What follows belongs to an exercise in optimizing a design on an open flow for small area, a short achievable clock period and few clock cycles; a production flow would make more cautious choices. The clock port is modelled as an ideal driver, which makes a skipped or thinned clock tree look cheaper than it is; a real chip needs a root buffer or a tree. Power figures rest on the tool's default switching activity, not on a simulated workload.

run K:
## rv_top
module rv_top (
    input               clk_i,
    input               rst_ni,
    output logic [31:0] addr_o,
    input        [31:0] instr_i,
    input        [31:0] data_i,
    output logic        data_we_o,
    output logic [31:0] data_o,
    output logic [31:0] data_addr_o
);
export LEC_CHECK = 0
export CAP_MARGIN = 20
export CORE_MARGIN = 2
export CORE_UTILIZATION = 40
export SETUP_SLACK_MARGIN = 0.5
export SLEW_MARGIN = 20
export SYNTH_HIERARCHICAL = 1
export SYNTH_MINIMUM_KEEP_SIZE = 0
create_clock -name core_clock -period 12.0 [get_ports {clk_i}]
standard.sh (not shown) runs the stock make flow with config.mk's settings and CLKGATE_MAP_FILE= SYNTH_SCRIPT=/design/flow/synth_recipe.tcl, a recipe that flattens the netlist after the stock synthesis.
==> flow/flow/run.sh <==
#!/bin/bash
# Layout flow: the standard flow (standard.sh: ORFS synthesis through
# final layout, unchanged constraints), with these settings changed:
#  - repair_timing is asked for a larger setup margin, so it keeps improving
#    paths beyond the 12 ns clock (the SDC and the clock are unchanged);
#  - clock tree synthesis clusters up to 25 flip-flops per leaf buffer and
#    inserts no dummy loads, which makes a smaller tree;
#  - flow/cts_hook.tcl removes the tree's root buffer, so the clock port
#    drives the four first-level buffers directly.
# Each tool's output goes to the ORFS logs under orfs/logs/; the make output
# goes to standard.log in this folder.
set -e
bash standard.sh \
  SETUP_SLACK_MARGIN=8.7 \
  "CTS_ARGS=-sink_clustering_enable -repair_clock_nets -dont_use_dummy_load -buf_list sky130_fd_sc_hd__clkbuf_16 -sink_clustering_size 25 -sink_clustering_max_diameter 100" \
  PRE_CTS_TCL=$PWD/flow/cts_hook.tcl \
  finish > standard.log 2>&1
==> flow/flow/cts_hook.tcl <==
rename clock_tree_synthesis orig_clock_tree_synthesis
proc clock_tree_synthesis { args } {
  orig_clock_tree_synthesis {*}$args
  set block [ord::get_db_block]
  set port [$block findBTerm clk_i]
  if { $port == "NULL" } { puts "cts_hook: no clk_i port"; return }
  set pnet [$port getNet]
  set pins [$pnet getITerms]
  if { [llength $pins] != 1 } {
    puts "cts_hook: clk_i drives [llength $pins] pins, tree left as built"
    return
  }
  set root [[lindex $pins 0] getInst]
  set onet ""
  foreach it [$root getITerms] {
    if { [$it isOutputSignal] } { set onet [$it getNet] }
  }
  if { $onet == "" || $onet == "NULL" } { puts "cts_hook: root has no output net"; return }
  set loads {}
  foreach it [$onet getITerms] {
    if { [$it getInst] != $root } { lappend loads $it }
  }
  if { [llength $loads] > 4 || [llength $loads] == 0 || [llength [$onet getBTerms]] > 0 } {
    puts "cts_hook: root [$root getName] drives [llength $loads] pins, tree left as built"
    return
  }
  foreach it $loads {
    puts "cts_hook: [[$it getInst] getName] now driven by clk_i"
    $it disconnect
    $it connect $pnet
  }
  puts "cts_hook: removed root buffer [$root getName] ([[$root getMaster] getName])"
  odb::dbInst_destroy $root
  odb::dbNet_destroy $onet
}
Run K finished end to end and its layout was clean on timing, DRC and antenna.
> inputs changed (run K -> run E)
--- a/flow/design.v
+++ b/flow/design.v
@@ -581,16 +581,17 @@
     logic [31:0] a_e, b_e;       
     logic [11:0] simm_e;         
     logic [11:1] tgt_e;
     logic        wr_m, ld_m, st_m;
     logic [ 4:0] rd_m;
     logic [31:0] res_m, s_m;
     logic [31:0] addr_m;         
     logic        stall_d;        
+    logic        redir_d;        
     logic        redir_e;        
     assign addr_o = {20'b0, pc_f, 1'b0};
     logic        jmp_f;
     logic [11:1] tgt_f;
     assign jmp_f = instr_i[6] & (instr_i[19:15] == instr_i[24:20]);
     rv_add11 u_tgt_f (
         .a_i ( pc_f ),
         .b_i ( {instr_i[7], instr_i[30:25], instr_i[11:8]} ),
@@ -612,40 +613,41 @@
         end
     end
     always_ff @(posedge clk_i) begin
         if (v_d && jmp_d) begin
             btb_pc  <= pc_d;
             btb_tgt <= tgt_d;
         end
     end
-    logic [11:1] early_f;
+    logic [11:1] early_f, mid_f;
     logic        late_f;
     always_comb begin
         if (!rst_ni)       early_f = '0;
         else if (redir_e)  early_f = tgt_e;
         else if (stall_d)  early_f = pc_d;
         else if (hit_f)    early_f = btb_tgt;
         else               early_f = seq_f;
     end
     assign late_f = rst_ni & ~redir_e & ~stall_d;
     logic        take_f;
     logic [11:1] next_f;
-    assign take_f = late_f & jmp_f;
+    assign take_f = late_f & ~redir_d & jmp_f;
     for (genvar i = 1; i < 12; i++) begin : g_next_f
-        cl_mux2 u_mux (.a(early_f[i]), .b(tgt_f[i]), .s(take_f), .y(next_f[i]));
+        cl_mux2 u_mid (.a(early_f[i]), .b(tgt_d[i]), .s(redir_d), .y(mid_f[i]));
+        cl_mux2 u_mux (.a(mid_f[i]), .b(tgt_f[i]), .s(take_f), .y(next_f[i]));
     end
     always_ff @(posedge clk_i) begin
         pc_f <= next_f;
     end
     always_ff @(posedge clk_i) begin
         if (!rst_ni) begin
             v_d <= 1'b0;
         end else begin
-            v_d <= ~redir_e & ~stall_d;
+            v_d <= ~redir_e & ~stall_d & ~redir_d;
         end
     end
     logic       byp_a_f, byp_b_f, imm_f;
     logic [3:0] lo_a_d, lo_b_d;
     logic [7:0] hi_a_d, hi_b_d;
     assign byp_a_f = v_e & wr_e & (rd_e == instr_i[19:15]);
     assign byp_b_f = v_e & wr_e & (rd_e == instr_i[24:20]);
     assign imm_f   = ~instr_i[5] | instr_i[2];            
@@ -705,31 +707,35 @@
         .we_i     ( wr_m                 )
     );
     assign jmp_d = is_br_d & (rs1_d == rs2_d);
     assign tgt_d = pc_d + {ir_d[7], ir_d[30:25], ir_d[11:8]};
     logic hit1_e, hit2_e;
     assign hit1_e  = v_e & wr_e & (rd_e == rs1_d);
     assign hit2_e  = v_e & wr_e & (rd_e == rs2_d);
     assign stall_d = v_d & ~jmp_d & ld_e & ((use1_d & hit1_e) | (use2_d & hit2_e));
+    logic early_d, sumz_e;
+    assign early_d = v_d & is_br_d & ~jmp_d & add_e & ~ld_e &
+                     (((rs2_d == 5'd0) & hit1_e) | ((rs1_d == 5'd0) & hit2_e));
+    assign redir_d = early_d & sumz_e;
     logic b30_d, zero3_d;
     assign b30_d   = ir_d[30];
     assign zero3_d = (f3_d == 3'b000);
     always_ff @(posedge clk_i) begin
         if (!rst_ni) begin
             v_e <= 1'b0;
         end else begin
             v_e <= v_d & ~stall_d & ~redir_e;
         end
     end
     always_ff @(posedge clk_i) begin
         wr_e   <= wr_d;
         ld_e   <= is_ld_d;
         st_e   <= is_st_d;
-        br_e   <= is_br_d & ~jmp_d;
+        br_e   <= is_br_d & ~jmp_d & ~early_d;
         lui_e  <= is_lui_d;
         add_e  <= is_ld_d | is_st_d | (is_alu_d & ~is_lui_d & zero3_d);
         sub_e  <= is_r_d & zero3_d & b30_d;
         and_e  <= is_alu_d & ~is_lui_d & (f3_d == 3'b111) & ~b30_d;
         or_e   <= is_alu_d & ~is_lui_d & (f3_d == 3'b110) & ~b30_d;
         fa_e   <= hit1_e;
         fb_e   <= hit2_e & use2_d;
         rd_e   <= rd_d;
@@ -751,16 +757,17 @@
     always_comb begin
         res_e = 32'b0;
         if (add_e)      res_e = sum_e;
         else if (and_e) res_e = a_x & b_x;
         else if (or_e)  res_e = a_x | b_x;
         else if (lui_e) res_e = b_e;
     end
     assign redir_e = v_e & br_e & (a_x == b_x);
+    assign sumz_e  = (sum_e == 32'b0);
     always_ff @(posedge clk_i) begin
         if (!rst_ni) begin
             wr_m <= 1'b0;
             st_m <= 1'b0;
         end else begin
             wr_m <= v_e & wr_e;
             st_m <= v_e & st_e;
         end
==> summary.txt <==
For run E and run K, there was not a single run that failed to finish clean.
The final reports for run E and run K show synthesized cell count higher in the former.
On final area, run E and run K are neck and neck.
In run E, the synthesized area came out 0.39% above the value in run K.
Post-route non-filler standard cell count: run K vs run E, no meaningful difference
Re clock period minus final worst setup slack: run K was lower than run E.
Power (run E vs. run K) increases slightly
Diff run K -> run E | sequential element share of the synthesized area | decrease of 0.26 points
Final critical-path share of the clock period in run E is 6.2 points above run K.
Function was not checked in any run of this note: the RTL went through the layout flow alone.

[static timing again, ports no longer ideal]
The flow's constraints put no driver on any port. The routed layouts listed below were extracted and timed again, unchanged, in two steps.
Step 1 (the two cells are an assumption about what drives the block):
set clk [get_ports {clk_i}]
set_driving_cell -lib_cell sky130_fd_sc_hd__clkbuf_16 $clk
set_driving_cell -lib_cell sky130_fd_sc_hd__buf_2 [delete_from_list [all_inputs] $clk]
Step 2 adds t to the input delays and takes it off the output delays; t is the mean of the earliest and latest rising clock arrival at the registers after step 1. Input paths then give back, and output paths get back, about the clock's delay inside the block.
Slacks: ideal / step 1 / step 2; pairs: ideal / step 1.
run	t, ns	setup WS [ns]	worst setup path after step 2	clock arrival spread, ns
run K	0.640	8.342 / 8.343 / 7.954	input to register	0.084 / 0.084
run E	0.645	7.602 / 7.602 / 7.360	input to register	0.103 / 0.103
After both steps setup and hold are still met in every run listed. The setup slack of run K, which loses most, moves by +0.001 ns with the drivers and by -0.388 ns with both steps.
